What follows belongs to an exercise in optimizing a design on an open flow for small area, a short achievable clock period and few clock cycles; a production flow would make more cautious choices.
At most, simulation tests tie the RTL to the original design; equivalence was not proved.
Only the layout flow was run in run 1; the RTL was not checked for function there.
Power is estimated from default activity; no workload was simulated.

## flow/design.v (module list and top-level ports; edited modules follow where they fit)
// module booth_multiplier: 1330 lines
// module bm_gpn: 6 lines
// module bm_gpp: 6 lines
// module bm_gn: 5 lines
// module bm_gp: 5 lines
// module bm_fa: 6 lines
module booth_multiplier(clk, reset_n, multiplier, multiplicand, op_start, op_clear, op_done, result);
  // ...
==> flow/run.sh <==
#!/bin/bash
# synth_recipe.tcl (not shown) runs the flow's synth.tcl, then flattens the netlist and writes it again
# the make line also repeats each setting of config.mk as NAME=value (left out here)
make -C /OpenROAD-flow-scripts/flow DESIGN_CONFIG=/design/flow/config.mk WORK_HOME=/design/flow/orfs CLKGATE_MAP_FILE= SYNTH_SCRIPT=/design/flow/synth_recipe.tcl finish
==> flow/config.mk <==
export PLATFORM = sky130hd
export DESIGN_NAME = booth_multiplier
export DESIGN_NICKNAME = booth_multiplier
export VERILOG_FILES = /design/flow/design.v
export SDC_FILE = /design/flow/constraint.sdc
export NUM_CORES = 4
export LEC_CHECK = 0
export ABC_CLOCK_PERIOD_IN_PS = 2500
export CAP_MARGIN = 20
export CORE_MARGIN = 2
export CORE_UTILIZATION = 50
export PLACE_DENSITY = 0.65
export SETUP_SLACK_MARGIN = 2.2
export SLEW_MARGIN = 20
export SYNTH_HIERARCHICAL = 1
==> flow/constraint.sdc <==
create_clock -name core_clock -period 5.5 [get_ports {clk}]
set_input_delay 1.1000 -clock core_clock [delete_from_list [all_inputs] [get_ports {clk}]]
set_output_delay 1.1000 -clock core_clock [all_outputs]
set_load 0.01 [all_outputs]
==> results.py, run 1 <==
metrics = {
    "final_layout": {
        "sh_seq_area": 0.238,
        "n_clock_buffer": 42,
        "largest-register": "S",
        "multi_input_area_um2": 15700,
        "largest_register_ffs": 66,
    },
    "detailed_routing": {
        "vias": 17900,
        "viasPerCell": 5.89,
    },
    "sta": {
        "fin_skew_ps": 17.6,
        "grt_setup_unrepaired": "true",
        "setup-violations-final": 0,
    },
    "clock_tree": {
        "cts.sinks": 292,
    },
    "pwr": {
        "power_mw": 16.0,
        "p_seq_frac": 0.228,
        "pg_seq_mw": 3.66,
        "power.switching_mw": 6.93,
    },
    "synthesis": {
        "synth_top_family_by_area": "adder cells",
        "synth_ff_type": "dfxtp_1",
        "synth_adder_area_share": 0.259,
        "async_flop_share": 0.00685,
        "ys_types": 60,
        "synth.avg_cell_area_um2": 10.2,
    },
    "place": {
        "dpl_cell_area_um2": 26000,
        "placed_cells": 2958,
        "dp.final_hpwl_mm": 49.8,
    },
    "critical_path": {
        "cp.required_ps": 5950,
        "path_class": "reg2reg",
        "critPathCapture": "C[2]",
        "slowest_stage": "dfxtp_4",
        "cp_top_family": "adder cells",
    },
    "global_routing": {
        "grt.overflow.total": 0,
        "use_met2": 0.444,
        "grt_max_degree": 66,
        "grt_pass1_wl_mm": 107,
    },
    "floorplanning": {
        "core.rowCount": 79,
        "taps": 607,
        "start_util": 0.509,
    },
    "run_status": {
        "status": "finished clean",
    },
}
==> inputs of run 2 (changes only) <==
--- a/flow/design.v
+++ b/flow/design.v
@@ -1,16 +1,15 @@
 module booth_multiplier(clk, reset_n, multiplier, multiplicand, op_start, op_clear, op_done, result);
 	input clk, reset_n, op_start, op_clear;
 	input [63:0] multiplier, multiplicand;
 	output op_done;
 	output [127:0] result;
 	reg run, done;
 	reg [3:0] cnt;
-	reg [63:0] a;             
 	reg [3:0] one, two, neg;  
 	reg [65:0] S, C;         
 	reg [7:0] L0, L1;       
 	reg lc;                    
 	reg [63:0] rlo;            
 	assign op_done = done;
 	assign result = {S[63:0], rlo};
 	wire last = (cnt == 4'd8);
@@ -40,18 +39,18 @@
 	reg [3:0] one_n, two_n, neg_n;
 	always @(*) begin
 		for (i = 0; i < 4; i = i + 1) begin
 			one_n[i] = chunk[2*i+1] ^ chunk[2*i];
 			two_n[i] = (chunk[2*i+2] & ~chunk[2*i+1] & ~chunk[2*i]) | (~chunk[2*i+2] & chunk[2*i+1] & chunk[2*i]);
 			neg_n[i] = chunk[2*i+2];
 		end
 	end
-	wire [64:0] ae = {a[63], a};
-	wire [65:0] ae1 = {a[63], a, 1'b0};
+	wire [64:0] ae = {multiplicand[63], multiplicand};
+	wire [65:0] ae1 = {multiplicand[63], multiplicand, 1'b0};
 	wire [65:0] pp0;
 	assign pp0[64:0] = (({65{one[0]}} & ae) | ({65{two[0]}} & ae1[64:0])) ^ {65{neg[0]}};
 	assign pp0[65] = ~pp0[64];
 	wire [65:0] pp1;
 	assign pp1[64:0] = (({65{one[1]}} & ae) | ({65{two[1]}} & ae1[64:0])) ^ {65{neg[1]}};
 	assign pp1[65] = ~pp1[64];
 	wire [65:0] pp2;
 	assign pp2[64:0] = (({65{one[2]}} & ae) | ({65{two[2]}} & ae1[64:0])) ^ {65{neg[2]}};
@@ -1302,17 +1301,16 @@
 	assign full[65] = xp[65] ^ pg6_65_g;
 	assign full[66] = xp[66] ^ pg6_66_g;
 	assign full[67] = ~(xp[67] ^ pg6_67_g);
 	assign full[68] = xp[68] ^ pg6_68_g;
 	assign full[69] = ~(xp[69] ^ pg6_69_g);
 	assign full[70] = ~(xp[70] ^ pg6_70_g);
 	assign full[71] = xp[71] ^ pg6_71_g;
 	always @(posedge clk) begin
-		a <= multiplicand;
 		one <= one_n;
 		two <= two_n;
 		neg <= neg_n;
 		cnt <= run ? cnt + {3'b0, ~last} : 4'd0;
 		if (step) begin
 			S <= tS[73:8];
 			C <= tC[73:8];
 			L0 <= tS[7:0];
--- a/flow/config.mk
+++ b/flow/config.mk
@@ -5,11 +5,11 @@
 export SDC_FILE = /design/flow/constraint.sdc
 export NUM_CORES = 4
 export LEC_CHECK = 0
 export ABC_CLOCK_PERIOD_IN_PS = 2500
 export CAP_MARGIN = 20
 export CORE_MARGIN = 2
 export CORE_UTILIZATION = 50
 export PLACE_DENSITY = 0.65
-export SETUP_SLACK_MARGIN = 2.2
+export SETUP_SLACK_MARGIN = 2.5
 export SLEW_MARGIN = 20
 export SYNTH_HIERARCHICAL = 1
==> results.py, run 2 <==
metrics = {
    "synthesis": {
        "yosysTopAreaCellShare": 0.230,
        "syn_area_um2": 22500,
        "synth_edf_count": 64,
        "ys_types": 60,
        "synth_ff_type": "dfxtp_1",
        "yosysMostFrequentCell": "xnor2_1",
        "synth_cells": 2265,
        "synth.avg_cell_area_um2": 9.94,
        "synth_top_cell_by_area": "fa_1",
        "synth_common_cells": "324 x xnor2_1, 259 x fa_1, 253 x a22oi_1, 176 x nand2_1, 162 x dfxtp_1",
        "synth_seq_cells": 228,
        "synth_top_cells_by_area": "fa_1 23%, dfxtp_1 14%, xnor2_1 13%",
        "yosys_warnings": 7,
        "yosysSeqAreaShare": 0.232,
        "async_flop_share": 0.00877,
    },
    "global_routing": {
        "grt_pass1_wl_mm": 104,
        "antenna_found_initial": 8,
        "use_met2": 0.470,
        "grt.overflow.total": 0,
        "met3_usage": 0.0404,
        "grt_pass1_vias": 18000,
        "gr-usage-all-layers": 0.283,
        "grt-busiest-layer": "met2",
        "grt_max_degree": 67,
        "use_met1": 0.382,
    },
    "place": {
        "dp.final_hpwl_mm": 47.7,
        "place.gp.congestion": 0.877,
        "io_buffers": 260,
    },
    "critical_path": {
        "crit_path_start_kind": "register",
        "cp_top_family": "compound AO/OA/AOI/OAI gates",
        "slowest_delay_ps": 410,
        "slowest_stage": "ha_1",
        "path_class": "reg2reg",
        "cp.required_ps": 6030,
        "cp_max_fo": 16,
        "regToRegStartpoint": "C[4]",
        "regToRegSetupSlack_ps": 2510,
        "endpoint_kind": "register",
        "cp_num_buf_inv": 3,
        "cp-startpoint": "C[4]",
        "crit_chain": "ha_1, nand2_1, nor2_1, nand2_1, o21ai_2, buf_4, a21oi_2, buf_12, o21ai_4, inv_1, o21ai_1, xnor2_1, xnor2_1, nand2_1, a21oi_1",
        "crit_arrival_ps": 3520,
        "critical_path.most_common_cell": "nand2_1",
    },
    "clock_tree": {
        "cts_htree_levels": 1,
        "clk_latency_ps": 600,
        "clk_pin_slew_ps": 70,
        "cts.sinks": 228,
        "cts_tree": "built",
        "postCtsHoldBufs": 0,
        "cts_root_buf": "clkbuf_16",
        "numCtsBuffers": 28,
        "clock_path_buffers": 3,
    },
    "final_layout": {
        "largest-register": "S",
        "final_common_cell": "xnor2_1",
        "largest_register_ffs": 66,
        "top_regs": "S: 66 flops, rlo: 64 flops, C: 63 flops",
        "syn_to_final_growth_pct": 18.8,
        "drive_above_1_share": 0.208,
        "finalNetCount": 2829,
        "final_cell_mix": "322 x xnor2_1, 235 x fa_1, 196 x clkdlybuf4s50_1",
        "final_core_util": 0.604,
    },
    "sta": {
        "period_share": 0.543,
        "maxSlewHeadroom": 0.485,
        "setup-violations-final": 0,
        "worstMarginPinSlew_ps": 773,
        "maxSlewViolCount": 0,
        "grt_setup_unrepaired": "true",
        "fin_crit_ps": 2990,
        "fin_skew_ps": 43.2,
        "hold_violations": 0,
        "max_freq_mhz": 335,
        "tns_ps": 0,
    },
    "detailed_routing": {
        "wl_per_cell_um": 22.6,
        "drt_wl_total_mm": 67.3,
        "antenna_left": 0,
        "vias": 17700,
        "viasPerCell": 5.92,
        "drtPass1Iterations": 6,
        "drtIter0Drc": 1498,
        "drcViolationCount": 0,
    },
    "floorplanning": {
        "core.rowCount": 77,
        "start_util": 0.508,
        "die_area_um2": 46800,
        "fp.dieW_um": 216,
        "io_pins": 261,
        "coreArea_um2": 44300,
        "die_y_um": 216,
    },
    "pwr": {
        "p_per_area_nw_per_um2": 568,
        "power_mw": 15.2,
        "ir_drop_mv": 0.316,
        "power_leakage_nw": 10.1,
    },
    "run_status": {
        "status": "finished clean",
    },
    "hold_path": {
        "hp-class": "reg2reg",
        "hp-start": "rlo[60]",
    },
    "run": {
        "cap_violations": 0,
    },
}
==> run 2: changes by cell type in the layout (fill, tap and decap cells not counted), moves of 7 or more <==
cell and change:
clkdlybuf4s15_2 +23, fa_2 +24, a22oi_2 +65, buf_4 +19, a22oi_1 -65, dfxtp_2 +7
fa_1 -24, clkdlybuf4s50_1 -64, clkbuf_2 +33, dfxtp_1 -71, clkbuf_16 -7
==> run 2: final timing paths <==
path | end | cells after the start
setup / recovery | S[63] | 15
min in group asynchronous | run | 1
hold reg to reg | rlo[52] | 0
max in group asynchronous | run | 1
hold / removal | rlo[52] | 0
setup reg to reg | S[63] | 15
==> run 2: layout make-up <==
class | instances | area, um2
Fill cell | 3761 | 17600
Multi-Input combinational cell | 1696 | 16200
Sequential cell | 228 | 5270
Timing Repair Buffer | 325 | 3260
Clock buffer | 35 | 757
Tap cell | 592 | 741
Inverter | 81 | 314
Clock inverter | 16 | 211
Antenna cell | 7 | 17.5
==> run 2: kinds of logic (layout without fill, tap and decap cells) <==
logic type / Yosys count / after routing / synth area share
AOI/OAI and AO/OA: 615 / 615 / 0.207
and+or+nand+nor: 390 / 390 / 0.0774
buffers and inverters: 344 / 457 / 0.0736
adders and majority gates: 337 / 337 / 0.274
xor gates and xnor gates: 336 / 336 / 0.131
DFF: 228 / 228 / 0.232
muxes: 14 / 14 / 0.00650
other: 1 / 11 / 0.000166
==> run 2: per-module statistics from Yosys, one instance, submodules excluded <==
module | cells inside | flops+latches | copies in the design
bm_gpp | 2 | 0 | 53
bm_fa | 1 | 0 | 257
booth_multiplier | 1661 | 228 | 1
bm_gp | 1 | 0 | 33
bm_gpn | 2 | 0 | 87
bm_gn | 1 | 0 | 34
==> run 2: per-layer routing <==
metal,part of all wire,vias to the layer above
met3,0.067,123
met1,0.42,8888
met5,0.00034,-
li1,-,7964
met2,0.49,672
met4,0.028,4
==> run 2: report_power, final <==
part	internal [mW]	leakage, nW	switching, mW
combinational	4.96	7.55	5.29
clock	1.13	0.451	0.803
sequential	2.40	2.11	0.633
total	8.48	10.1	6.73
==> run 2: through the flow <==
step	setup slack [ps]	std cells	hold slack [ps]	area (um2)
floorplan	2310	2268	499	22900
global placement	1550	2881	429	25000
detailed placement	1520	2881	431	25000
CTS	2360	2950	443	26400
global route	2340	2979	443	26800
finish	2510	2980	439	26800
==> run 2: worst register-to-register path, stage by stage, from the launching register on <==
cell     delay, ps
dfxtp_1        360
ha_1           410
nand2_1        160
nor2_1         190
nand2_1         90
o21ai_2        120
buf_4          230
a21oi_2        100
buf_12         170
o21ai_4        210
inv_1          120
o21ai_1        230
xnor2_1        170
xnor2_1        140
nand2_1         70
a21oi_1        160
==> run 2: what timing repair did <==
item | 4_1_cts | 5_1_grt
setup endpoints to repair | 137 | 121
resized for setup | 153 | 127
setup buffers | 18 | 23
pin swaps | 2 | 6
Testbench counts of run 2, summed over its fixed seeds: cycles 4,224.
==> inputs of run 3 (changes only) <==
==> flow/flow/run.sh (new file) <==
#!/bin/bash
# The standard synthesis and layout, with the port buffers the standard flow's flow adds made from
# sky130_fd_sc_hd__buf_1 instead of the cell buffer_ports picks by itself.
set -euo pipefail
bash standard.sh synth > synth.log 2>&1
export BUFFER_PORTS_ARGS="-buffer_cell sky130_fd_sc_hd__buf_1"
bash standard.sh > layout.log 2>&1
==> flow/standard.sh (new file) <==
#!/bin/bash
# synth_recipe.tcl (not shown) runs the flow's synth.tcl, then flattens the netlist and writes it again
# the make line also repeats each setting of config.mk as NAME=value (left out here)
make -C /OpenROAD-flow-scripts/flow DESIGN_CONFIG=/design/flow/config.mk WORK_HOME=/design/flow/orfs CLKGATE_MAP_FILE= SYNTH_SCRIPT=/design/flow/synth_recipe.tcl "${@:-finish}"
--- a/flow/config.mk
+++ b/flow/config.mk
@@ -8,8 +8,8 @@
 export ABC_CLOCK_PERIOD_IN_PS = 2500
 export CAP_MARGIN = 20
 export CORE_MARGIN = 2
-export CORE_UTILIZATION = 50
-export PLACE_DENSITY = 0.65
+export CORE_UTILIZATION = 60
+export PLACE_DENSITY = 0.72
 export SETUP_SLACK_MARGIN = 2.5
 export SLEW_MARGIN = 20
 export SYNTH_HIERARCHICAL = 1
removed: flow/run.sh
==> results.py, run 3 <==
metrics = {
    "pwr": {
        "power_mw": 15.0,
        "intPower_mw": 8.18,
        "p_seq_frac": 0.199,
        "p_sw_frac": 0.455,
        "ir_drop_mv": 0.358,
        "p_clk_frac": 0.132,
        "power_leakage_nw": 9.51,
        "power.switching_mw": 6.84,
        "p_per_area_nw_per_um2": 603,
        "p_comb_frac": 0.669,
    },
    "critical_path": {
        "cp-startpoint": "multiplicand[63]",
        "slowest_stage": "fa_1",
        "path_class": "in2reg",
        "crit_chain": "buf_2, o21ai_0, xnor2_1, buf_4, fa_1, fa_1, fa_1, and3_1",
        "regToRegStartpoint": "neg[0]",
        "cp_max_fo": 8,
        "slowest_delay_ps": 590,
        "crit_path_start_kind": "primary input",
        "cp.required_ps": 5960,
        "endpoint_kind": "register",
        "critical_path.most_common_cell": "fa_1",
        "r2r_cells": 6,
        "crit_arrival_ps": 3430,
    },
    "clock_tree": {
        "cts_tree": "built",
        "cts.sinks": 228,
        "postCtsHoldBufs": 0,
        "cts_root_buf": "clkbuf_16",
        "numCtsBuffers": 26,
        "clk_latency_ps": 570,
        "cts_htree_levels": 1,
        "clk_pin_slew_ps": 60,
        "clock_path_buffers": 3,
    },
    "final_layout": {
        "final_common_cell": "xnor2_1",
        "syn_to_final_growth_pct": 10.5,
        "finalNetCount": 2818,
        "largest-register": "S",
        "drive_above_1_share": 0.184,
        "final_cell_mix": "322 x xnor2_1, 236 x fa_1, 220 x a22oi_1",
        "final_core_util": 0.677,
        "largest_register_ffs": 66,
        "top_regs": "S: 66 flops, rlo: 64 flops, C: 63 flops",
        "design_area_um2": 24900,
        "fin_cells": 2844,
    },
    "synthesis": {
        "synth_edf_count": 64,
        "syn_area_um2": 22500,
        "ys_types": 60,
        "yosysSeqAreaShare": 0.232,
        "synth_common_cells": "324 x xnor2_1, 259 x fa_1, 253 x a22oi_1, 176 x nand2_1, 162 x dfxtp_1",
        "synth_top_cell_by_area": "fa_1",
        "synth_cells": 2265,
        "yosys_warnings": 7,
        "synth.avg_cell_area_um2": 9.94,
        "synth_top_cells_by_area": "fa_1 23%, dfxtp_1 14%, xnor2_1 13%",
        "yosysTopAreaCellShare": 0.230,
        "async_flop_share": 0.00877,
        "synth_seq_cells": 228,
        "synth_ff_type": "dfxtp_1",
        "yosysMostFrequentCell": "xnor2_1",
    },
    "sta": {
        "fin_crit_ps": 2970,
        "maxSlewHeadroom": 0.350,
        "worstMarginPinSlew_ps": 973,
        "tns_ps": 0,
        "grt_setup_unrepaired": "true",
        "whs_ps": 323,
        "max_freq_mhz": 337,
        "fin_skew_ps": 24.2,
        "maxSlewViolCount": 0,
        "hold_violations": 0,
        "setup-violations-final": 0,
        "layout_setup_ws_ps": 2530,
        "period_share": 0.540,
    },
    "global_routing": {
        "use_met2": 0.537,
        "grt_pass1_wl_mm": 102,
        "grt_max_degree": 65,
        "met3_usage": 0.0770,
        "grt.overflow.total": 0,
        "use_met1": 0.454,
        "gr-usage-all-layers": 0.335,
        "grt-busiest-layer": "met2",
        "antenna_found_initial": 9,
        "grt_pass1_vias": 18200,
    },
    "detailed_routing": {
        "drtPass1Iterations": 7,
        "drtIter0Drc": 1927,
        "vias": 17900,
        "wl_per_cell_um": 23.1,
        "viasPerCell": 6.30,
        "drt_wl_total_mm": 65.7,
        "drcViolationCount": 0,
        "antenna_left": 0,
    },
    "hold_path": {
        "hp-class": "in2async",
    },
    "run": {
        "cap_violations": 0,
    },
    "place": {
        "dpl_cell_area_um2": 23200,
        "placed_cells": 2755,
        "place.gp.congestion": 0.915,
        "dp.final_hpwl_mm": 45.4,
        "pre_cts_ws_ps": 1580,
        "io_buffers": 260,
    },
    "floorplanning": {
        "io_pins": 261,
        "fp.dieW_um": 198,
        "start_util": 0.612,
        "core.rowCount": 70,
        "die_y_um": 198,
        "die_area_um2": 39100,
        "coreArea_um2": 36800,
    },
    "run_status": {
        "status": "finished clean",
    },
}
==> run 3: cell count changes in the layout (fill, tap and decap cells not counted), moves of 4 or more <==
cell             delta
buf_2              +17
dfxtp_1             +7
clkdlybuf4s15_2    -23
a22oi_2            -32
clkdlybuf4s50_1   -196
buf_1             +206
dfxtp_2             -8
bufinv_16           +4
dlygate4sd2_1       -4
buf_4              -10
a22oi_1            +32
==> run 3: logic make-up after synthesis <==
family,synth area share
simple gates,0.0774
mux,0.00650
other cells,0.000166
compound gates,0.207
buf+inv,0.0736
fa+ha+maj,0.274
flops,0.232
xor+xnor,0.131
==> run 3: final cells by class <==
class,instances,area [um2]
flip-flops and latches,228,5260
inverters,81,314
clock buffers,28,658
clock inverters,20,304
fillers,2896,11900
repair buffers,316,1760
well taps,468,586
diodes,7,17.5
multi-input cells,1696,16000
==> run 3: modules after synthesis (local to each module, per instance) <==
module / cell area, um2 / cells inside / flip-flops and latches
bm_gpn: 12.5 / 2 / 0
bm_fa: 20.0 / 1 / 0
booth_multiplier: 15200 / 1661 / 228
bm_gpp: 12.5 / 2 / 0
bm_gp: 5.00 / 1 / 0
bm_gn: 8.76 / 1 / 0
==> run 3: metal layers <==
layer	up-vias	share of wire
li1	7919	-
met1	8949	0.41
met2	896	0.47
met3	143	0.099
met4	4	0.028
met5	-	0.00035
==> run 3: critical path, delay by kind of cell <==
kind	cells	cell delay, ps
buf+inv	2	330
fa+ha+maj	3	1450
xor+xnor	1	230
simple gates	1	180
compound gates	1	130
==> run 3: power by group through the flow <==
stage	registers, mW	logic [mW]	clock network [mW]
floorplan	2.83	6.95	0
global placement	3.14	9.27	0
detailed placement	3.16	9.46	0
CTS	3.01	9.87	2.01
global route	3.06	11.2	2.07
finish	2.98	10.1	1.99
==> run 3: what timing repair did <==
item	in CTS	in global routing
gates resized for setup	54	49
setup buffers	19	15
endpoints found under the setup margin	144	117
pin swaps	1	2
==> run 3: final timing paths <==
kind | to | slack (ps)
max | C[56] | 2530
min in group core_clock | rlo[9] | 440
min | run | 320
max in group asynchronous | run | 5030
min reg2reg | rlo[9] | 440
max reg2reg | C[5] | 2550
==> inputs of run 4 (changes only) <==
--- a/flow/config.mk
+++ b/flow/config.mk
@@ -8,8 +8,8 @@
 export ABC_CLOCK_PERIOD_IN_PS = 2500
 export CAP_MARGIN = 20
 export CORE_MARGIN = 2
-export CORE_UTILIZATION = 60
-export PLACE_DENSITY = 0.72
+export CORE_UTILIZATION = 45
+export PLACE_DENSITY = 0.6
 export SETUP_SLACK_MARGIN = 2.5
 export SLEW_MARGIN = 20
 export SYNTH_HIERARCHICAL = 1
==> results.py, run 4 <==
metrics = {
    "place": {
        "io_buffers": 260,
        "dp.final_hpwl_mm": 48.8,
        "dpl_cell_area_um2": 23400,
        "place.gp.congestion": 0.895,
    },
    "sta": {
        "setup-violations-final": 0,
        "grt_setup_unrepaired": "true",
        "maxSlewHeadroom": 0.275,
        "hold_violations": 0,
        "period_share": 0.540,
        "tns_ps": 0,
        "fin_crit_ps": 2970,
        "fin_skew_ps": 49.3,
        "worstMarginPinSlew_ps": 1090,
        "maxSlewViolCount": 0,
        "max_freq_mhz": 336,
    },
    "floorplanning": {
        "io_pins": 261,
        "die_area_um2": 51900,
        "coreArea_um2": 49200,
        "start_util": 0.458,
        "die_y_um": 228,
        "core.rowCount": 81,
        "fp.dieW_um": 228,
    },
    "global_routing": {
        "grt_pass1_vias": 18200,
        "grt.overflow.total": 0,
        "antenna_found_initial": 16,
        "grt_max_degree": 108,
        "gr-usage-all-layers": 0.256,
        "grt_pass1_wl_mm": 106,
    },
    "final_layout": {
        "final_cell_mix": "324 x xnor2_1, 236 x fa_1, 220 x a22oi_1",
        "nFillCells": 4548,
        "final_common_cell": "xnor2_1",
        "top_regs": "S: 66 flops, rlo: 64 flops, C: 63 flops",
        "largest_register_ffs": 66,
        "finalNetCount": 2826,
        "drive_above_1_share": 0.185,
        "design_area_um2": 25200,
        "seq_area_um2": 5260,
        "multi_input_area_um2": 16000,
        "largest-register": "S",
        "syn_to_final_growth_pct": 11.8,
    },
    "synthesis": {
        "synth_edf_count": 64,
        "syn_area_um2": 22500,
        "synth_top_cells_by_area": "fa_1 23%, dfxtp_1 14%, xnor2_1 13%",
        "synth_top_cell_by_area": "fa_1",
        "yosysTopAreaCellShare": 0.230,
        "ys_types": 60,
        "synth.avg_cell_area_um2": 9.94,
        "synth_seq_cells": 228,
        "synth_ff_type": "dfxtp_1",
        "yosysMostFrequentCell": "xnor2_1",
        "async_flop_share": 0.00877,
        "yosysSeqAreaShare": 0.232,
        "yosys_warnings": 7,
        "synth_cells": 2265,
        "synth_common_cells": "324 x xnor2_1, 259 x fa_1, 253 x a22oi_1, 176 x nand2_1, 162 x dfxtp_1",
    },
    "hold_path": {
        "hp-class": "in2async",
    },
    "detailed_routing": {
        "antenna_left": 0,
        "drt_wl_total_mm": 67.8,
        "viasPerCell": 5.74,
        "wl_per_cell_um": 22.2,
        "drtIter0Drc": 1175,
        "vias": 17500,
        "drcViolationCount": 0,
        "drtPass1Iterations": 8,
    },
    "critical_path": {
        "regToRegStartpoint": "one[0]",
        "regToRegEndpoint": "C[47]",
        "crit_path_start_kind": "primary input",
        "r2r_cells": 7,
        "path_class": "in2reg",
        "cp.required_ps": 6000,
        "regToRegSetupSlack_ps": 2560,
        "endpoint_kind": "register",
        "crit_arrival_ps": 3470,
        "cp_max_fo": 8,
    },
    "clock_tree": {
        "clk_latency_ps": 600,
        "cts.sinks": 228,
        "postCtsHoldBufs": 0,
        "clock_path_buffers": 3,
        "clk_pin_slew_ps": 60,
        "cts_htree_levels": 1,
        "numCtsBuffers": 28,
        "cts_root_buf": "clkbuf_16",
        "cts_tree": "built",
    },
    "run": {
        "cap_violations": 0,
    },
    "run_status": {
        "status": "finished clean",
    },
    "pwr": {
        "ir_drop_mv": 0.216,
        "power_leakage_nw": 9.53,
        "p_per_area_nw_per_um2": 590,
    },
}
run 4: how the worst max path moves through the flow:
stage,start,to,slack [ps],cells after the start
floorplan,multiplicand[18],C[10],2310,7
detailed placement,S[1],S[63],1790,14
global placement,S[1],S[63],1830,14
finish,multiplicand[58],C[50],2530,7
global route,S[17],S[63],2400,14
CTS,S[24],S[63],2400,13
run 4: area by class of cell:
class                   instances  area share
diodes                         10    0.000993
clock buffers                  32      0.0284
clock inverters                19      0.0106
inverters                      81      0.0124
multi-input cells            1696       0.634
flip-flops and latches        228       0.209
well taps                     664      0.0330
repair buffers                322      0.0714
run 4: per-module statistics from Yosys, one instance, submodules excluded:
| module | times used | cells inside | flip-flops and latches |
|---|---|---|---|
| bm_fa | 257 | 1 | 0 |
| booth_multiplier | 1 | 1661 | 228 |
| bm_gn | 34 | 1 | 0 |
| bm_gp | 33 | 1 | 0 |
| bm_gpp | 53 | 2 | 0 |
| bm_gpn | 87 | 2 | 0 |
run 4: what timing repair did:
action	4_1_cts	5_1_grt
buffers inserted	14	23
endpoints found under the setup margin	139	105
endpoints found under the hold margin	0	0
pin swaps	1	4
gates resized for setup	39	74
run 4: cells by family after synthesis:
| kind of cell | count (synthesis) | synth area share |
|---|---|---|
| AO/OA/AOI/OAI | 615 | 0.207 |
| AND/OR/NAND/NOR | 390 | 0.0774 |
| buffers and inverters | 344 | 0.0736 |
| adder cells (fa/ha/maj) | 337 | 0.274 |
| XOR/XNOR | 336 | 0.131 |
| flip-flops | 228 | 0.232 |
| multiplexers | 14 | 0.00650 |
| other | 1 | 0.000166 |
run 4: worst max-delay path, cell delays in order:
cell and delay, ps:
buf_1 350, a22oi_1 180, xnor2_1 240, fa_1 470
fa_1 520, fa_1 430, and3_1 170
run 4: routing by layer:
layer  up-vias  track usage  wire length (um)
met5         -            0                68
li1       7935            -                 -
met4        12       0.0880              1840
met2       655        0.409             32100
met3       108       0.0398              4720
met1      8813        0.353             29100
run 4: power breakdown:
| group | internal (mW) | switching (mW) | leakage (nW) |
|---|---|---|---|
| logic | 4.54 | 5.35 | 6.95 |
| clock network | 1.18 | 0.811 | 0.473 |
| registers | 2.39 | 0.598 | 2.11 |
run 4: through the flow:
step	std cells	power (mW)	hold slack [ps]	util	setup WS, ps
3_5_place_dp	2954	12.6	434	0.477	1790
5_1_grt	3052	16.3	283	0.513	2400
6_report	3052	14.9	281	0.513	2530
3_3_place_gp	2954	12.4	426	0.477	1830
2_1_floorplan	2268	9.78	499	-	2310
4_1_cts	3019	14.8	255	0.505	2400
==> inputs of run 5 (changes only) <==
--- a/flow/config.mk
+++ b/flow/config.mk
@@ -8,8 +8,8 @@
 export ABC_CLOCK_PERIOD_IN_PS = 2500
 export CAP_MARGIN = 20
 export CORE_MARGIN = 2
-export CORE_UTILIZATION = 45
-export PLACE_DENSITY = 0.6
+export CORE_UTILIZATION = 50
+export PLACE_DENSITY = 0.7
 export SETUP_SLACK_MARGIN = 2.5
 export SLEW_MARGIN = 20
 export SYNTH_HIERARCHICAL = 1
==> results.py, run 5 <==
metrics = {
    "final_layout": {
        "syn_to_final_growth_pct": 11.0,
        "drive_above_1_share": 0.179,
        "final_cell_mix": "323 x xnor2_1, 235 x fa_1, 220 x a22oi_1",
        "largest-register": "S",
        "finalNetCount": 2819,
        "top_regs": "S: 66 flops, rlo: 64 flops, C: 63 flops",
        "nFillCells": 3826,
        "multi_input_area_um2": 16000,
        "design_area_um2": 25000,
        "fin_cells": 2974,
        "final_common_cell": "xnor2_1",
        "largest_register_ffs": 66,
        "seq_area_um2": 5260,
    },
    "synthesis": {
        "synth_common_cells": "324 x xnor2_1, 259 x fa_1, 253 x a22oi_1, 176 x nand2_1, 162 x dfxtp_1",
        "syn_area_um2": 22500,
        "synth_top_cell_by_area": "fa_1",
        "yosysMostFrequentCell": "xnor2_1",
        "synth.avg_cell_area_um2": 9.94,
        "synth_cells": 2265,
        "yosysSeqAreaShare": 0.232,
        "synth_seq_cells": 228,
        "synth_ff_type": "dfxtp_1",
        "synth_top_cells_by_area": "fa_1 23%, dfxtp_1 14%, xnor2_1 13%",
        "synth_edf_count": 64,
        "ys_types": 60,
        "yosys_warnings": 7,
        "yosysTopAreaCellShare": 0.230,
        "async_flop_share": 0.00877,
    },
    "floorplanning": {
        "die_area_um2": 46800,
        "die_y_um": 216,
        "coreArea_um2": 44300,
        "fp.dieW_um": 216,
        "start_util": 0.508,
        "io_pins": 261,
        "core.rowCount": 77,
    },
    "global_routing": {
        "antenna_found_initial": 11,
        "grt.overflow.total": 0,
        "grt_pass1_wl_mm": 106,
        "grt_max_degree": 66,
        "grt_pass1_vias": 18500,
        "gr-usage-all-layers": 0.286,
    },
    "pwr": {
        "ir_drop_mv": 0.271,
        "p_per_area_nw_per_um2": 585,
        "power_leakage_nw": 9.44,
    },
    "detailed_routing": {
        "drt_wl_total_mm": 68.7,
        "drcViolationCount": 0,
        "vias": 18100,
        "drtIter0Drc": 1867,
        "viasPerCell": 6.08,
        "drtPass1Iterations": 8,
        "wl_per_cell_um": 23.1,
        "antenna_left": 0,
    },
    "sta": {
        "worstMarginPinSlew_ps": 836,
        "layout_setup_ws_ps": 2530,
        "fin_skew_ps": 18.3,
        "fin_crit_ps": 2970,
        "grt_setup_unrepaired": "true",
        "maxSlewHeadroom": 0.442,
        "tns_ps": 0,
        "period_share": 0.540,
        "maxSlewViolCount": 0,
        "setup-violations-final": 0,
        "hold_violations": 0,
        "max_freq_mhz": 337,
    },
    "clock_tree": {
        "cts_tree": "built",
        "clock_path_buffers": 3,
        "numCtsBuffers": 27,
        "cts.sinks": 228,
        "cts_htree_levels": 1,
        "clk_latency_ps": 580,
        "postCtsHoldBufs": 0,
        "clk_pin_slew_ps": 60,
        "cts_root_buf": "clkbuf_16",
    },
    "critical_path": {
        "path_class": "in2reg",
        "endpoint_kind": "register",
        "cp_top_family": "adder cells",
        "path_depth": 7,
        "crit_path_start_kind": "primary input",
        "r2r_cells": 7,
        "cp_num_buf_inv": 1,
        "crit_arrival_ps": 3440,
        "critical_path.most_common_cell": "fa_1",
        "cp.required_ps": 5970,
        "cp_max_fo": 8,
        "crit_chain": "buf_1, a22oi_1, xnor2_1, fa_1, fa_1, fa_1, and3_1",
        "slowest_delay_ps": 520,
        "slowest_stage": "fa_1",
    },
    "place": {
        "dp.final_hpwl_mm": 46.8,
        "pre_cts_ws_ps": 1740,
        "placed_cells": 2879,
        "dpl_cell_area_um2": 23300,
        "place.gp.congestion": 0.898,
        "io_buffers": 260,
    },
    "run_status": {
        "status": "finished clean",
    },
    "run": {
        "cap_violations": 0,
    },
    "hold_path": {
        "hp-class": "in2async",
    },
}
-- run 5: layout make-up --
| type | instances | area share |
|---|---|---|
| antenna | 11 | 0.00110 |
| multi-input combinational | 1696 | 0.641 |
| inverter | 81 | 0.0126 |
| clock inverter | 18 | 0.00891 |
| tap | 592 | 0.0296 |
| timing repair buffer | 316 | 0.0685 |
| clock buffer | 32 | 0.0282 |
| sequential | 228 | 0.210 |
-- run 5: per-module statistics from Yosys, one instance, submodules excluded --
module / cell area (um2) / cells inside / times used / flip-flops and latches
bm_fa: 20.0 / 1 / 257 / 0
bm_gn: 8.76 / 1 / 34 / 0
bm_gp: 5.00 / 1 / 33 / 0
bm_gpn: 12.5 / 2 / 87 / 0
bm_gpp: 12.5 / 2 / 53 / 0
booth_multiplier: 15200 / 1661 / 1 / 228
-- run 5: cells by family (layout without fill, tap and decap cells) --
family	Yosys count	count (layout)	share of synthesized area
and+or+nand+nor	390	390	0.0774
muxes	14	14	0.00650
xor gates and xnor gates	336	336	0.131
adders and majority gates	337	337	0.274
AOI/OAI and AO/OA	615	615	0.207
DFF	228	228	0.232
buffers and inverters	344	447	0.0736
other	1	15	0.000166
-- run 5: through the flow --
step / hold WS (ps) / utilization / power, mW
final: 311 / 0.564 / 14.6
after global routing: 303 / 0.564 / 15.9
after CTS: 286 / 0.558 / 14.6
after detailed placement: 431 / 0.526 / 12.4
after global placement: 426 / 0.526 / 12.1
after floorplan: 499 / - / 9.78
-- run 5: worst register-to-register path, stage by stage (launching register included) --
cell      delay (ps)
dfxtp_4          640
buf_4            360
xnor2_1          150
fa_1             490
fa_1             510
fa_1             390
nor2_1           180
a211oi_1          70
-- run 5: where the power goes --
part | switching, mW | internal [mW]
combinational | 5.26 | 4.43
clock | 0.793 | 1.11
sequential | 0.625 | 2.39
total | 6.68 | 7.94
-- run 5: repair_timing --
action                                  CTS  global route
endpoints found under the hold margin     0             0
pin swaps                                 4             3
resized for setup                        35            58
endpoints found under the setup margin  142           117
buffers inserted                         21            13
-- run 5: final timing paths --
kind / slack, ps / to / startpoint
worst min register to register: 450 / rlo[8] / rlo[16]
min in group core_clock: 450 / rlo[8] / rlo[16]
worst min-delay path: 310 / run / reset_n
worst max-delay path: 2530 / C[9] / multiplicand[17]
max in group asynchronous: 5040 / run / reset_n
worst max register to register: 2560 / S[37] / neg[1]
-- run 5: routing by layer --
layer / wire length [um] / vias up / GRT usage
li1: - / 7931 / -
met1: 27500 / 9031 / 0.378
met2: 32600 / 924 / 0.465
met3: 5850 / 182 / 0.0526
met4: 2750 / 4 / 0.118
met5: 23 / - / 0
==> inputs of run 6 (changes only) <==
--- a/flow/config.mk
+++ b/flow/config.mk
@@ -9,7 +9,7 @@
 export CAP_MARGIN = 20
 export CORE_MARGIN = 2
 export CORE_UTILIZATION = 50
-export PLACE_DENSITY = 0.7
+export PLACE_DENSITY = 0.55
 export SETUP_SLACK_MARGIN = 2.5
 export SLEW_MARGIN = 20
 export SYNTH_HIERARCHICAL = 1
==> results.py, run 6 <==
metrics = {
    "run_status": {
        "status": "finished clean",
    },
    "sta": {
        "max_freq_mhz": 339,
        "period_share": 0.537,
        "maxSlewHeadroom": 0.484,
        "fin_skew_ps": 18.6,
        "fin_crit_ps": 2950,
        "tns_ps": 0,
        "setup-violations-final": 0,
        "maxSlewViolCount": 0,
        "worstMarginPinSlew_ps": 775,
        "layout_setup_ws_ps": 2550,
        "grt_setup_unrepaired": "false",
        "hold_violations": 0,
    },
    "place": {
        "place.gp.congestion": 0.883,
        "pre_cts_ws_ps": 1690,
        "placed_cells": 2888,
        "io_buffers": 260,
        "dpl_cell_area_um2": 23400,
        "dp.final_hpwl_mm": 49.5,
    },
    "clock_tree": {
        "cts.sinks": 228,
        "clk_pin_slew_ps": 60,
        "clock_path_buffers": 3,
        "numCtsBuffers": 29,
        "clk_latency_ps": 580,
        "postCtsHoldBufs": 0,
        "cts_root_buf": "clkbuf_16",
        "cts_htree_levels": 1,
        "cts_tree": "built",
    },
    "final_layout": {
        "finalNetCount": 2828,
        "multi_input_area_um2": 16000,
        "nFillCells": 4081,
        "fin_cells": 2980,
        "largest-register": "S",
        "final_cell_mix": "324 x xnor2_1, 236 x fa_1, 220 x a22oi_1",
        "largest_register_ffs": 66,
        "design_area_um2": 25300,
        "top_regs": "S: 66 flops, rlo: 64 flops, C: 63 flops",
        "final_common_cell": "xnor2_1",
        "seq_area_um2": 5270,
        "drive_above_1_share": 0.191,
        "syn_to_final_growth_pct": 12.2,
    },
    "critical_path": {
        "crit_path_start_kind": "primary input",
        "endpoint_kind": "register",
        "path_class": "in2reg",
        "critical_path.most_common_cell": "fa_1",
        "cp_top_family": "adder cells",
        "slowest_delay_ps": 520,
        "cp.required_ps": 5970,
        "crit_chain": "buf_1, a22oi_1, xnor2_1, fa_1, fa_1, fa_1, and3_1",
        "cp_max_fo": 8,
        "slowest_stage": "fa_1",
        "crit_arrival_ps": 3420,
        "cp_num_buf_inv": 1,
    },
    "floorplanning": {
        "die_y_um": 216,
        "io_pins": 261,
        "coreArea_um2": 44300,
        "fp.dieW_um": 216,
        "start_util": 0.508,
        "die_area_um2": 46800,
        "core.rowCount": 77,
    },
    "pwr": {
        "p_per_area_nw_per_um2": 591,
        "power_leakage_nw": 9.60,
        "p_clk_frac": 0.138,
        "p_sw_frac": 0.452,
        "power.switching_mw": 6.75,
        "p_seq_frac": 0.202,
        "p_comb_frac": 0.660,
        "intPower_mw": 8.18,
        "ir_drop_mv": 0.298,
        "power_mw": 14.9,
    },
    "run": {
        "cap_violations": 0,
    },
    "detailed_routing": {
        "drcViolationCount": 0,
        "drtIter0Drc": 1386,
        "viasPerCell": 5.91,
        "antenna_left": 0,
        "wl_per_cell_um": 23.5,
        "drt_wl_total_mm": 70.0,
        "vias": 17600,
        "drtPass1Iterations": 6,
    },
    "synthesis": {
        "synth_seq_cells": 228,
        "synth_ff_type": "dfxtp_1",
        "synth_common_cells": "324 x xnor2_1, 259 x fa_1, 253 x a22oi_1, 176 x nand2_1, 162 x dfxtp_1",
        "async_flop_share": 0.00877,
        "syn_area_um2": 22500,
        "synth_top_cells_by_area": "fa_1 23%, dfxtp_1 14%, xnor2_1 13%",
        "synth_cells": 2265,
        "ys_types": 60,
        "yosysMostFrequentCell": "xnor2_1",
        "yosysTopAreaCellShare": 0.230,
        "synth_top_cell_by_area": "fa_1",
        "synth.avg_cell_area_um2": 9.94,
        "yosys_warnings": 7,
        "yosysSeqAreaShare": 0.232,
        "synth_edf_count": 64,
    },
    "global_routing": {
        "antenna_found_initial": 13,
        "grt_max_degree": 66,
        "grt.overflow.total": 0,
        "grt_pass1_wl_mm": 105,
        "gr-usage-all-layers": 0.290,
        "grt_pass1_vias": 17800,
    },
    "hold_path": {
        "hp-class": "in2async",
    },
}
==> run 6: cell counts after synthesis <==
No cell type changed its count.
==> run 6: repair_timing <==
item,in CTS,in global routing
setup endpoints to repair,150,112
gates cloned,0,3
endpoints found under the hold margin,0,0
resized for setup,33,90
pin swaps,2,4
setup buffers,14,15
==> run 6: worst paths after layout <==
| path | start | endpoint | slack, ps | cells past startpoint |
|---|---|---|---|---|
| max in group asynchronous | reset_n | run | 5070 | 1 |
| worst min-delay path | reset_n | run | 290 | 1 |
| worst min register to register | rlo[29] | rlo[21] | 450 | 0 |
| worst max-delay path | multiplicand[48] | C[40] | 2550 | 7 |
| min in group core_clock | rlo[29] | rlo[21] | 450 | 0 |
| worst max register to register | one[3] | C[48] | 2580 | 7 |
==> run 6: worst register-to-register path: stages (launching register included) <==
cell and delay (ps):
dfxtp_4 560, buf_6 280, a22oi_1 150, xnor2_1 180
fa_1 430, fa_1 570, fa_1 440, and3_1 200
==> run 6: per-module statistics from Yosys (local to each module, per instance) <==
module,flops+latches,area [um2],times used
bm_gn,0,8.76,34
bm_gpn,0,12.5,87
booth_multiplier,228,15200,1
bm_gp,0,5.00,33
bm_gpp,0,12.5,53
bm_fa,0,20.0,257
==> run 6: area by class of cell <==
cell class                      instances  area share
Multi-Input combinational cell       1696       0.635
Clock inverter                         20      0.0108
Tap cell                              592      0.0293
Sequential cell                       228       0.208
Clock buffer                           34      0.0299
Timing Repair Buffer                  323      0.0727
Antenna cell                            6    0.000594
Inverter                               81      0.0129
==> run 6: per-stage QoR <==
step	util	hold WS (ps)
after floorplan	-	499
after global placement	0.528	428
after detailed placement	0.528	434
after CTS	0.559	269
after global routing	0.570	274
final	0.570	294
==> run 6: power groups by stage <==
stage / Clock [mW] / Combinational [mW] / Sequential, mW
floorplan: 0 / 6.95 / 2.83
global placement: 0 / 9.29 / 3.15
detailed placement: 0 / 9.42 / 3.16
CTS: 2.10 / 9.71 / 3.03
global route: 2.17 / 11.0 / 3.08
finish: 2.06 / 9.86 / 3.01
==> run 6: cell families (layout without fill, tap and decap cells) <==
| family | count (synthesis) | after routing | synth area share |
|---|---|---|---|
| AOI/OAI and AO/OA | 615 | 615 | 0.207 |
| xor gates and xnor gates | 336 | 336 | 0.131 |
| adders and majority gates | 337 | 337 | 0.274 |
| buffers and inverters | 344 | 458 | 0.0736 |
| DFF | 228 | 228 | 0.232 |
| muxes | 14 | 14 | 0.00650 |
| other | 1 | 10 | 0.000166 |
| and+or+nand+nor | 390 | 390 | 0.0774 |
==> run 6: routing by layer <==
layer / up-vias / track usage / wire (um) / share of wire
met1: 8879 / 0.406 / 30600 / 0.44
li1: 7943 / - / - / -
met4: 14 / 0.0726 / 1760 / 0.025
met3: 128 / 0.0575 / 4950 / 0.071
met2: 636 / 0.463 / 32600 / 0.47
met5: - / 0 / 89 / 0.0013
==> inputs of run 7 (changes only) <==
--- a/flow/config.mk
+++ b/flow/config.mk
@@ -9,7 +9,7 @@
 export CAP_MARGIN = 20
 export CORE_MARGIN = 2
 export CORE_UTILIZATION = 50
-export PLACE_DENSITY = 0.55
+export PLACE_DENSITY = 0.65
 export SETUP_SLACK_MARGIN = 2.5
 export SLEW_MARGIN = 20
 export SYNTH_HIERARCHICAL = 1
==> results.py, run 7 <==
metrics = {
    "run_status": {
        "status": "finished clean",
    },
    "synthesis": {
        "synth-simple-area-share": 0.0774,
        "synth_common_cells": "324 x xnor2_1, 259 x fa_1, 253 x a22oi_1, 176 x nand2_1, 162 x dfxtp_1",
        "yosysTopAreaCellShare": 0.230,
        "synth-xor-area-share": 0.131,
        "ys_types": 60,
        "synth_top_cells_by_area": "fa_1 23%, dfxtp_1 14%, xnor2_1 13%",
        "synth_mux_area_frac": 0.00650,
        "synth_cells": 2265,
        "synth_ff_type": "dfxtp_1",
        "synth-compound-area-share": 0.207,
        "yosys_warnings": 7,
        "yosysMostFrequentCell": "xnor2_1",
        "async_flop_share": 0.00877,
        "synth.avg_cell_area_um2": 9.94,
        "synth_adder_area_share": 0.274,
        "synth_edf_count": 64,
        "synth_top_cell_by_area": "fa_1",
        "yosysSeqAreaShare": 0.232,
        "syn_area_um2": 22500,
        "synth_seq_cells": 228,
        "synth_top_family_by_area": "adder cells",
    },
    "pwr": {
        "p_clk_frac": 0.122,
        "intPower_mw": 7.89,
        "power_leakage_nw": 9.46,
        "power.switching_mw": 6.63,
        "ir_drop_mv": 0.255,
        "p_per_area_nw_per_um2": 582,
        "power_mw": 14.5,
        "p_sw_frac": 0.456,
        "p_seq_frac": 0.205,
        "p_comb_frac": 0.673,
    },
    "detailed_routing": {
        "vias": 17400,
        "drtPass1Iterations": 7,
        "drt_wl_total_mm": 65.2,
        "viasPerCell": 5.86,
        "drcViolationCount": 0,
        "drtIter0Drc": 1456,
        "antenna_left": 0,
        "wl_per_cell_um": 21.9,
    },
    "floorplanning": {
        "io_pins": 261,
        "die_y_um": 216,
        "coreArea_um2": 44300,
        "core.rowCount": 77,
        "die_area_um2": 46800,
        "fp.dieW_um": 216,
        "start_util": 0.508,
    },
    "critical_path": {
        "regToRegStartpoint": "neg[0]",
        "cp_num_buf_inv": 1,
        "regToRegSetupSlack_ps": 2550,
        "slowest_delay_ps": 610,
        "r2r_cells": 6,
        "crit_arrival_ps": 3410,
        "cp_top_family": "adder cells",
        "cp_max_fo": 15,
        "regToRegEndpoint": "C[25]",
        "slowest_stage": "dfxtp_4",
        "endpoint_kind": "register",
        "path_class": "reg2reg",
        "crit_path_start_kind": "register",
        "critical_path.most_common_cell": "fa_1",
        "crit_chain": "buf_4, xnor2_1, fa_1, fa_1, fa_1, and3_1",
        "cp.required_ps": 5960,
    },
    "clock_tree": {
        "clock_path_buffers": 3,
        "cts_root_buf": "clkbuf_16",
        "clk_pin_slew_ps": 70,
        "postCtsHoldBufs": 0,
        "numCtsBuffers": 26,
        "cts.sinks": 228,
        "cts_tree": "built",
        "clk_latency_ps": 580,
        "cts_htree_levels": 1,
    },
    "place": {
        "placed_cells": 2880,
        "dp.final_hpwl_mm": 46.7,
        "io_buffers": 260,
        "place.gp.congestion": 0.891,
    },
    "sta": {
        "maxSlewHeadroom": 0.309,
        "tns_ps": 0,
        "fin_crit_ps": 2950,
        "fin_skew_ps": 12.9,
        "hold_violations": 0,
        "worstMarginPinSlew_ps": 1040,
        "setup-violations-final": 0,
        "max_freq_mhz": 339,
        "period_share": 0.536,
        "grt_setup_unrepaired": "true",
        "maxSlewViolCount": 0,
    },
    "global_routing": {
        "grt.overflow.total": 0,
        "gr-usage-all-layers": 0.277,
        "grt_pass1_vias": 17900,
        "grt_max_degree": 95,
        "antenna_found_initial": 11,
        "grt_pass1_wl_mm": 103,
    },
    "final_layout": {
        "final_cell_mix": "323 x xnor2_1, 236 x fa_1, 220 x a22oi_1",
        "largest_register_ffs": 66,
        "largest-register": "S",
        "drive_above_1_share": 0.184,
        "final_core_util": 0.563,
        "finalNetCount": 2822,
        "top_regs": "S: 66 flops, rlo: 64 flops, C: 63 flops",
        "final_common_cell": "xnor2_1",
        "syn_to_final_growth_pct": 10.8,
        "fin_cells": 2972,
    },
    "run": {
        "cap_violations": 0,
    },
    "hold_path": {
        "hp-class": "in2async",
    },
}
## run 7: power by group through the flow
stage               Combinational, mW  Clock [mW]  Sequential, mW
global placement                 9.20           0            3.12
floorplan                        6.95           0            2.83
detailed placement               9.33           0            3.13
global route                     11.0        1.86            3.05
finish                           9.78        1.77            2.97
CTS                              9.67        1.80            3.00
## run 7: how the worst max path moves through the flow
stage / startpoint / to / cells past startpoint
5_1_grt: S[27] / S[63] / 14
3_3_place_gp: S[1] / S[63] / 14
2_1_floorplan: multiplicand[18] / C[10] / 7
6_report: neg[0] / C[25] / 6
3_5_place_dp: S[1] / S[63] / 14
4_1_cts: S[15] / S[63] / 14
## run 7: cells by family after synthesis
logic type | after synthesis
muxes | 14
other | 1
AOI/OAI and AO/OA | 615
xor gates and xnor gates | 336
DFF | 228
buffers and inverters | 344
and+or+nand+nor | 390
adders and majority gates | 337
## run 7: final cells by class
class	count	area, um2
tap	592	741
clock inverter	14	163
timing repair buffer	320	1760
multi-input combinational	1696	16000
clock buffer	32	693
antenna	9	22.5
fill	3916	19400
sequential	228	5260
inverter	81	312
## run 7: timing repair
action / 4_1_cts / 5_1_grt
hold endpoints to repair: 0 / 0
pin swaps: 1 / 2
gates resized for setup: 28 / 72
buffers inserted: 15 / 21
setup endpoints to repair: 137 / 116
## run 7: stage by stage
step	worst slack (ps)	hold WS (ps)	instance area, um2
5_1_grt	2360	302	24900
6_report	2550	310	24900
3_5_place_dp	1770	431	23300
2_1_floorplan	2310	499	22900
4_1_cts	2380	294	24600
3_3_place_gp	1790	427	23300
## run 7: routing by layer
layer | track usage | wire (um) | up-vias | part of all wire
met1 | 0.376 | 27700 | 8722 | 0.42
met2 | 0.455 | 31100 | 660 | 0.48
met5 | 0 | 18 | - | 0.00028
met3 | 0.0445 | 4590 | 110 | 0.070
met4 | 0.0863 | 1800 | 4 | 0.028
li1 | - | - | 7924 | -
## run 7: per-module statistics from Yosys, one instance, submodules excluded
| module | copies in the design | flops+latches | cells inside |
|---|---|---|---|
| bm_gn | 34 | 0 | 1 |
| bm_gp | 33 | 0 | 1 |
| bm_fa | 257 | 0 | 1 |
| bm_gpp | 53 | 0 | 2 |
| booth_multiplier | 1 | 228 | 1661 |
| bm_gpn | 87 | 0 | 2 |
==> inputs of run 8 (changes only) <==
--- a/flow/config.mk
+++ b/flow/config.mk
@@ -10,6 +10,6 @@
 export CORE_MARGIN = 2
 export CORE_UTILIZATION = 50
 export PLACE_DENSITY = 0.65
-export SETUP_SLACK_MARGIN = 2.5
+export SETUP_SLACK_MARGIN = 2.3
 export SLEW_MARGIN = 20
 export SYNTH_HIERARCHICAL = 1
==> results.py, run 8 <==
metrics = {
    "sta": {
        "layout_setup_ws_ps": 2380,
        "grt_setup_unrepaired": "false",
        "tns_ps": 0,
        "fin_skew_ps": 24.3,
        "setup-violations-final": 0,
        "period_share": 0.567,
        "max_freq_mhz": 321,
        "maxSlewHeadroom": 0.454,
        "fin_crit_ps": 3120,
        "maxSlewViolCount": 0,
        "hold_violations": 0,
        "worstMarginPinSlew_ps": 818,
    },
    "hold_path": {
        "hp-class": "in2async",
    },
    "synthesis": {
        "synth.avg_cell_area_um2": 9.94,
        "yosys_warnings": 7,
        "ys_types": 60,
        "yosysMostFrequentCell": "xnor2_1",
        "synth_top_cell_by_area": "fa_1",
        "synth_mux_area_frac": 0.00650,
        "synth-compound-area-share": 0.207,
        "synth_edf_count": 64,
        "yosysSeqAreaShare": 0.232,
        "synth_ff_type": "dfxtp_1",
        "synth_common_cells": "324 x xnor2_1, 259 x fa_1, 253 x a22oi_1, 176 x nand2_1, 162 x dfxtp_1",
        "synth-simple-area-share": 0.0774,
        "async_flop_share": 0.00877,
        "synth_cells": 2265,
        "syn_area_um2": 22500,
        "synth_top_cells_by_area": "fa_1 23%, dfxtp_1 14%, xnor2_1 13%",
        "synth_seq_cells": 228,
        "synth-xor-area-share": 0.131,
        "synth_top_family_by_area": "adder cells",
        "synth_adder_area_share": 0.274,
        "yosysTopAreaCellShare": 0.230,
    },
    "floorplanning": {
        "core.rowCount": 77,
        "io_pins": 261,
        "coreArea_um2": 44300,
        "fp.dieW_um": 216,
        "die_y_um": 216,
        "start_util": 0.508,
        "die_area_um2": 46800,
    },
    "clock_tree": {
        "postCtsHoldBufs": 0,
        "cts.sinks": 228,
        "clock_path_buffers": 3,
        "cts_tree": "built",
        "numCtsBuffers": 27,
        "cts_htree_levels": 1,
        "clk_pin_slew_ps": 60,
        "cts_root_buf": "clkbuf_16",
        "clk_latency_ps": 570,
    },
    "final_layout": {
        "largest_register_ffs": 66,
        "largest-register": "S",
        "final_cell_mix": "324 x xnor2_1, 259 x fa_1, 259 x buf_1",
        "drive_above_1_share": 0.128,
        "finalNetCount": 2798,
        "final_core_util": 0.550,
        "final_common_cell": "xnor2_1",
        "top_regs": "S: 66 flops, rlo: 64 flops, C: 63 flops",
        "syn_to_final_growth_pct": 8.21,
    },
    "run": {
        "cap_violations": 0,
    },
    "critical_path": {
        "cp_top_family": "adder cells",
        "regToRegEndpoint": "S[45]",
        "crit_path_start_kind": "register",
        "slowest_delay_ps": 610,
        "critical_path.most_common_cell": "fa_1",
        "r2r_cells": 8,
        "path_class": "reg2reg",
        "crit_arrival_ps": 3530,
        "cp-startpoint": "two[1]",
        "cp_max_fo": 24,
        "endpoint_kind": "register",
        "crit_chain": "buf_4, a22oi_1, xnor2_1, fa_1, fa_1, fa_1, nor2_1, a211oi_1",
        "cp.required_ps": 5910,
        "slowest_stage": "dfxtp_4",
        "cp_num_buf_inv": 1,
        "regToRegSetupSlack_ps": 2380,
        "path_depth": 8,
        "regToRegStartpoint": "two[1]",
        "critPathCapture": "S[45]",
    },
    "detailed_routing": {
        "viasPerCell": 5.99,
        "antenna_left": 0,
        "drtIter0Drc": 1664,
        "drtPass1Iterations": 6,
        "vias": 17700,
        "drt_wl_total_mm": 66.7,
        "drcViolationCount": 0,
        "wl_per_cell_um": 22.6,
    },
    "pwr": {
        "p_per_area_nw_per_um2": 586,
        "power_leakage_nw": 9.17,
        "ir_drop_mv": 0.296,
    },
    "global_routing": {
        "grt_pass1_vias": 18000,
        "antenna_found_initial": 10,
        "gr-usage-all-layers": 0.277,
        "grt.overflow.total": 0,
        "grt_pass1_wl_mm": 103,
        "grt_max_degree": 65,
    },
    "place": {
        "place.gp.congestion": 0.875,
        "dp.final_hpwl_mm": 47.4,
        "io_buffers": 260,
        "pre_cts_ws_ps": 1810,
    },
    "run_status": {
        "status": "finished clean",
    },
}
==> run 8: power breakdown <==
group          leakage, nW  switching, mW  internal [mW]
combinational         6.63           5.03           4.29
sequential            2.11          0.725           2.39
clock                0.434          0.759           1.07
==> run 8: kinds of logic (layout without fill, tap and decap cells) <==
family | count (synthesis) | after routing
DFF | 228 | 228
muxes | 14 | 14
buffers and inverters | 344 | 425
and+or+nand+nor | 390 | 390
xor gates and xnor gates | 336 | 336
AOI/OAI and AO/OA | 615 | 615
other | 1 | 13
adders and majority gates | 337 | 337
==> run 8: how the worst min path moves through the flow <==
stage | cells past startpoint | slack, ps | from | end
floorplan | 0 | 500 | rlo[8] | rlo[0]
global placement | 0 | 430 | rlo[18] | rlo[10]
detailed placement | 0 | 430 | rlo[11] | rlo[3]
CTS | 1 | 320 | reset_n | done
global route | 1 | 320 | reset_n | done
finish | 1 | 330 | reset_n | done
==> run 8: worst register-to-register path, cell delays in order (launching register included) <==
cell and delay (ps):
dfxtp_4 610, buf_4 380, a22oi_1 130, xnor2_1 190, fa_1 500, fa_1 490
fa_1 390, nor2_1 200, a211oi_1 80
==> run 8: modules after synthesis (local to each module, per instance) <==
module / cells inside / copies in the design
booth_multiplier: 1661 / 1
bm_fa: 1 / 257
bm_gpn: 2 / 87
bm_gpp: 2 / 53
bm_gn: 1 / 34
bm_gp: 1 / 33
==> run 8: repair_timing <==
item,in CTS,in global routing
setup endpoints to repair,128,91
pin swaps,1,2
setup buffers,7,5
resized for setup,15,13
==> run 8: per-stage QoR <==
stage / total power, mW / hold slack (ps) / cells / area [um2]
after global routing: 15.6 / 319 / 2949 / 24400
after global placement: 12.0 / 427 / 2880 / 23100
final: 14.3 / 334 / 2950 / 24400
after detailed placement: 12.2 / 430 / 2880 / 23100
after CTS: 14.2 / 317 / 2936 / 24200
after floorplan: 9.68 / 499 / 2268 / 22500
==> run 8: final cells by class <==
type	count	area (um2)
clock buffer	32	714
sequential	228	5260
inverter	81	310
clock inverter	17	180
tap	592	741
multi-input combinational	1696	15700
antenna	9	22.5
timing repair buffer	295	1410
fill	3975	19900
==> run 8: metal layers <==
metal / track usage / up-vias / part of all wire
li1: - / 7883 / -
met1: 0.375 / 8907 / 0.42
met4: 0.0799 / 4 / 0.026
met3: 0.0414 / 114 / 0.071
met2: 0.462 / 770 / 0.49
met5: 0 / - / 0.00034
==> inputs of run 9 (changes only) <==
--- a/flow/config.mk
+++ b/flow/config.mk
@@ -10,6 +10,6 @@
 export CORE_MARGIN = 2
 export CORE_UTILIZATION = 50
 export PLACE_DENSITY = 0.65
-export SETUP_SLACK_MARGIN = 2.3
+export SETUP_SLACK_MARGIN = 2.4
 export SLEW_MARGIN = 20
 export SYNTH_HIERARCHICAL = 1
==> results.py, run 9 <==
metrics = {
    "global_routing": {
        "antenna_found_initial": 9,
        "grt_pass1_vias": 17800,
        "gr-usage-all-layers": 0.277,
        "grt-busiest-layer": "met2",
        "grt_pass1_wl_mm": 102,
        "use_met1": 0.375,
        "met3_usage": 0.0407,
        "grt_max_degree": 96,
        "use_met2": 0.460,
        "grt.overflow.total": 0,
    },
    "final_layout": {
        "syn_to_final_growth_pct": 9.79,
        "final_common_cell": "xnor2_1",
        "finalNetCount": 2815,
        "design_area_um2": 24700,
        "drive_above_1_share": 0.145,
        "largest_register_ffs": 66,
        "fin_cells": 2967,
        "top_regs": "S: 66 flops, rlo: 64 flops, C: 63 flops",
        "largest-register": "S",
        "final_cell_mix": "324 x xnor2_1, 254 x fa_1, 252 x a22oi_1",
    },
    "place": {
        "place.gp.congestion": 0.902,
        "placed_cells": 2878,
        "dpl_cell_area_um2": 23100,
        "dp.final_hpwl_mm": 46.6,
        "io_buffers": 260,
        "pre_cts_ws_ps": 1730,
    },
    "detailed_routing": {
        "drt_wl_total_mm": 68.3,
        "drtPass1Iterations": 6,
        "drtIter0Drc": 1686,
        "wl_per_cell_um": 23.0,
        "viasPerCell": 5.98,
        "vias": 17800,
        "drcViolationCount": 0,
        "antenna_left": 0,
    },
    "synthesis": {
        "synth_cells": 2265,
        "synth_top_cell_by_area": "fa_1",
        "yosysSeqAreaShare": 0.232,
        "yosys_warnings": 7,
        "synth-xor-area-share": 0.131,
        "synth.avg_cell_area_um2": 9.94,
        "async_flop_share": 0.00877,
        "synth_adder_area_share": 0.274,
        "synth_seq_cells": 228,
        "synth_common_cells": "324 x xnor2_1, 259 x fa_1, 253 x a22oi_1, 176 x nand2_1, 162 x dfxtp_1",
        "synth_mux_area_frac": 0.00650,
        "synth-simple-area-share": 0.0774,
        "synth-compound-area-share": 0.207,
        "yosysMostFrequentCell": "xnor2_1",
        "synth_top_family_by_area": "adder cells",
        "syn_area_um2": 22500,
        "ys_types": 60,
        "synth_ff_type": "dfxtp_1",
        "synth_top_cells_by_area": "fa_1 23%, dfxtp_1 14%, xnor2_1 13%",
        "yosysTopAreaCellShare": 0.230,
        "synth_edf_count": 64,
    },
    "floorplanning": {
        "fp.dieW_um": 216,
        "die_area_um2": 46800,
        "start_util": 0.508,
        "core.rowCount": 77,
        "io_pins": 261,
        "coreArea_um2": 44300,
        "die_y_um": 216,
    },
    "sta": {
        "tns_ps": 0,
        "layout_setup_ws_ps": 2430,
        "fin_skew_ps": 11.5,
        "period_share": 0.559,
        "maxSlewHeadroom": 0.232,
        "setup-violations-final": 0,
        "fin_crit_ps": 3070,
        "grt_setup_unrepaired": "true",
        "hold_violations": 0,
        "worstMarginPinSlew_ps": 1150,
        "max_freq_mhz": 325,
        "maxSlewViolCount": 0,
    },
    "pwr": {
        "p_per_area_nw_per_um2": 585,
        "ir_drop_mv": 0.242,
        "power_leakage_nw": 9.37,
    },
    "hold_path": {
        "hp-class": "in2async",
    },
    "clock_tree": {
        "postCtsHoldBufs": 0,
        "cts.sinks": 228,
        "clk_pin_slew_ps": 60,
        "cts_tree": "built",
        "clock_path_buffers": 3,
        "cts_root_buf": "clkbuf_16",
        "numCtsBuffers": 27,
        "clk_latency_ps": 560,
        "cts_htree_levels": 1,
    },
    "critical_path": {
        "cp_max_fo": 8,
        "crit_arrival_ps": 3460,
        "cp.required_ps": 5890,
        "endpoint_kind": "register",
        "path_class": "in2reg",
        "crit_path_start_kind": "primary input",
    },
    "run": {
        "cap_violations": 0,
    },
    "run_status": {
        "status": "finished clean",
    },
}
-- run 9: changes by cell type in the layout (fill, tap and decap cells not counted), moves of 3 or more --
| cell | previous run | this run |
|---|---|---|
| buf_1 | 259 | 245 |
| buf_12 | 8 | 13 |
| clkinv_2 | 5 | 1 |
| clkbuf_2 | 1 | 15 |
| buf_4 | 22 | 26 |
| buf_8 | 0 | 5 |
| clkbuf_8 | 2 | 5 |
| fa_2 | 0 | 5 |
| buf_6 | 2 | 5 |
| fa_1 | 259 | 254 |
-- run 9: per-module statistics from Yosys, one instance, submodules excluded --
module            cells inside  flops+latches  cell area [um2]
bm_fa                        1              0             20.0
bm_gn                        1              0             8.76
bm_gp                        1              0             5.00
bm_gpn                       2              0             12.5
bm_gpp                       2              0             12.5
booth_multiplier          1661            228            15200
-- run 9: power by group --
group	internal (mW)	switching, mW	leakage (nW)
Clock	1.20	0.762	0.463
Sequential	2.39	0.669	2.11
Combinational	4.32	5.12	6.80
-- run 9: metal layers --
layer,wire (um),share of wire
met1,28500,0.42
met2,32700,0.48
met3,5050,0.074
met4,2000,0.029
met5,11,0.00016
-- run 9: area by class of cell --
type	count	area (um2)
fill	3954	19600
multi-input combinational	1696	15800
sequential	228	5260
timing repair buffer	312	1660
clock buffer	33	748
tap	592	741
inverter	81	312
clock inverter	16	223
antenna	9	22.5
-- run 9: worst paths after layout --
kind | cells after the start | slack (ps) | start | to
setup reg to reg | 8 | 2490 | one[3] | S[35]
hold / removal | 1 | 320 | reset_n | run
max in group asynchronous | 1 | 5040 | reset_n | run
setup / recovery | 8 | 2430 | multiplicand[11] | S[7]
hold reg to reg | 0 | 450 | rlo[29] | rlo[21]
min in group core_clock | 0 | 450 | rlo[29] | rlo[21]
-- run 9: cell families after synthesis --
kind of cell               after synthesis
buffers and inverters                  344
adders and majority gates              337
muxes                                   14
DFF                                    228
and+or+nand+nor                        390
AOI/OAI and AO/OA                      615
xor gates and xnor gates               336
other                                    1
-- run 9: timing repair --
action                                  4_1_cts  5_1_grt
pin swaps                                     1        2
gates resized for setup                      16       33
endpoints found under the setup margin      136      110
setup buffers                                11       20
-- run 9: worst max-delay path, stage by stage --
cell and delay (ps):
buf_1 330, a22oi_1 180, xnor2_1 180, fa_1 480, fa_1 490, fa_1 380, nor2_1 240, a211oi_1 80
-- run 9: stage by stage --
stage	hold slack, ps	util	power [mW]
final	318	0.558	14.5
after floorplan	499	-	9.69
after CTS	302	0.550	14.4
after detailed placement	432	0.521	12.2
after global routing	307	0.558	15.8
after global placement	428	0.521	12.0

what the ideal ports hide:
The flow's constraints put no driver on any port. The routed layouts listed below were extracted and timed again, unchanged, in two steps. Step 1, drivers: a clkbuf_16 drives clk and a buf_2 each remaining input, both assumed. Step 2 moves the port delays by t, midway between the first and last clock arrival at a register: inputs arrive t later, outputs are due t later. That takes back most of the time a late clock gives input paths. Three values: no drivers, after step 1, after step 2; two values: the first two.
| run | t, ns | setup WS [ns] | worst hold slack (ns) | slew at the worst register clock pin (ns) | worst data-port slew with drivers (ns) |
|---|---|---|---|---|---|
| run 1 | 0.614 | 2.330 / 2.330 / 2.330 | 0.444 / 0.444 / 0.444 | 0.06 / 0.06 | 0.11 |
| run 2 | 0.641 | 2.511 / 2.511 / 1.877 | 0.439 / 0.439 / 0.439 | 0.07 / 0.07 | 0.10 |
| run 3 | 0.616 | 2.532 / 2.538 / 1.922 | 0.323 / 0.288 / 0.444 | 0.07 / 0.07 | 0.10 |
| run 4 | 0.637 | 2.528 / 2.540 / 1.904 | 0.281 / 0.272 / 0.447 | 0.07 / 0.07 | 0.11 |
| run 5 | 0.627 | 2.530 / 2.529 / 1.902 | 0.311 / 0.278 / 0.447 | 0.07 / 0.07 | 0.11 |
| run 6 | 0.633 | 2.549 / 2.581 / 1.949 | 0.294 / 0.256 / 0.446 | 0.07 / 0.07 | 0.10 |
| run 7 | 0.623 | 2.550 / 2.550 / 1.934 | 0.310 / 0.277 / 0.444 | 0.07 / 0.07 | 0.11 |
| run 8 | 0.613 | 2.382 / 2.382 / 1.811 | 0.334 / 0.302 / 0.443 | 0.07 / 0.07 | 0.10 |
| run 9 | 0.607 | 2.428 / 2.381 / 1.774 | 0.318 / 0.291 / 0.446 | 0.06 / 0.06 | 0.11 |
After both steps every run listed still meets setup and hold. The setup slack of run 9, which loses most, moves by -0.047 ns with the drivers and by -0.654 ns with both steps.
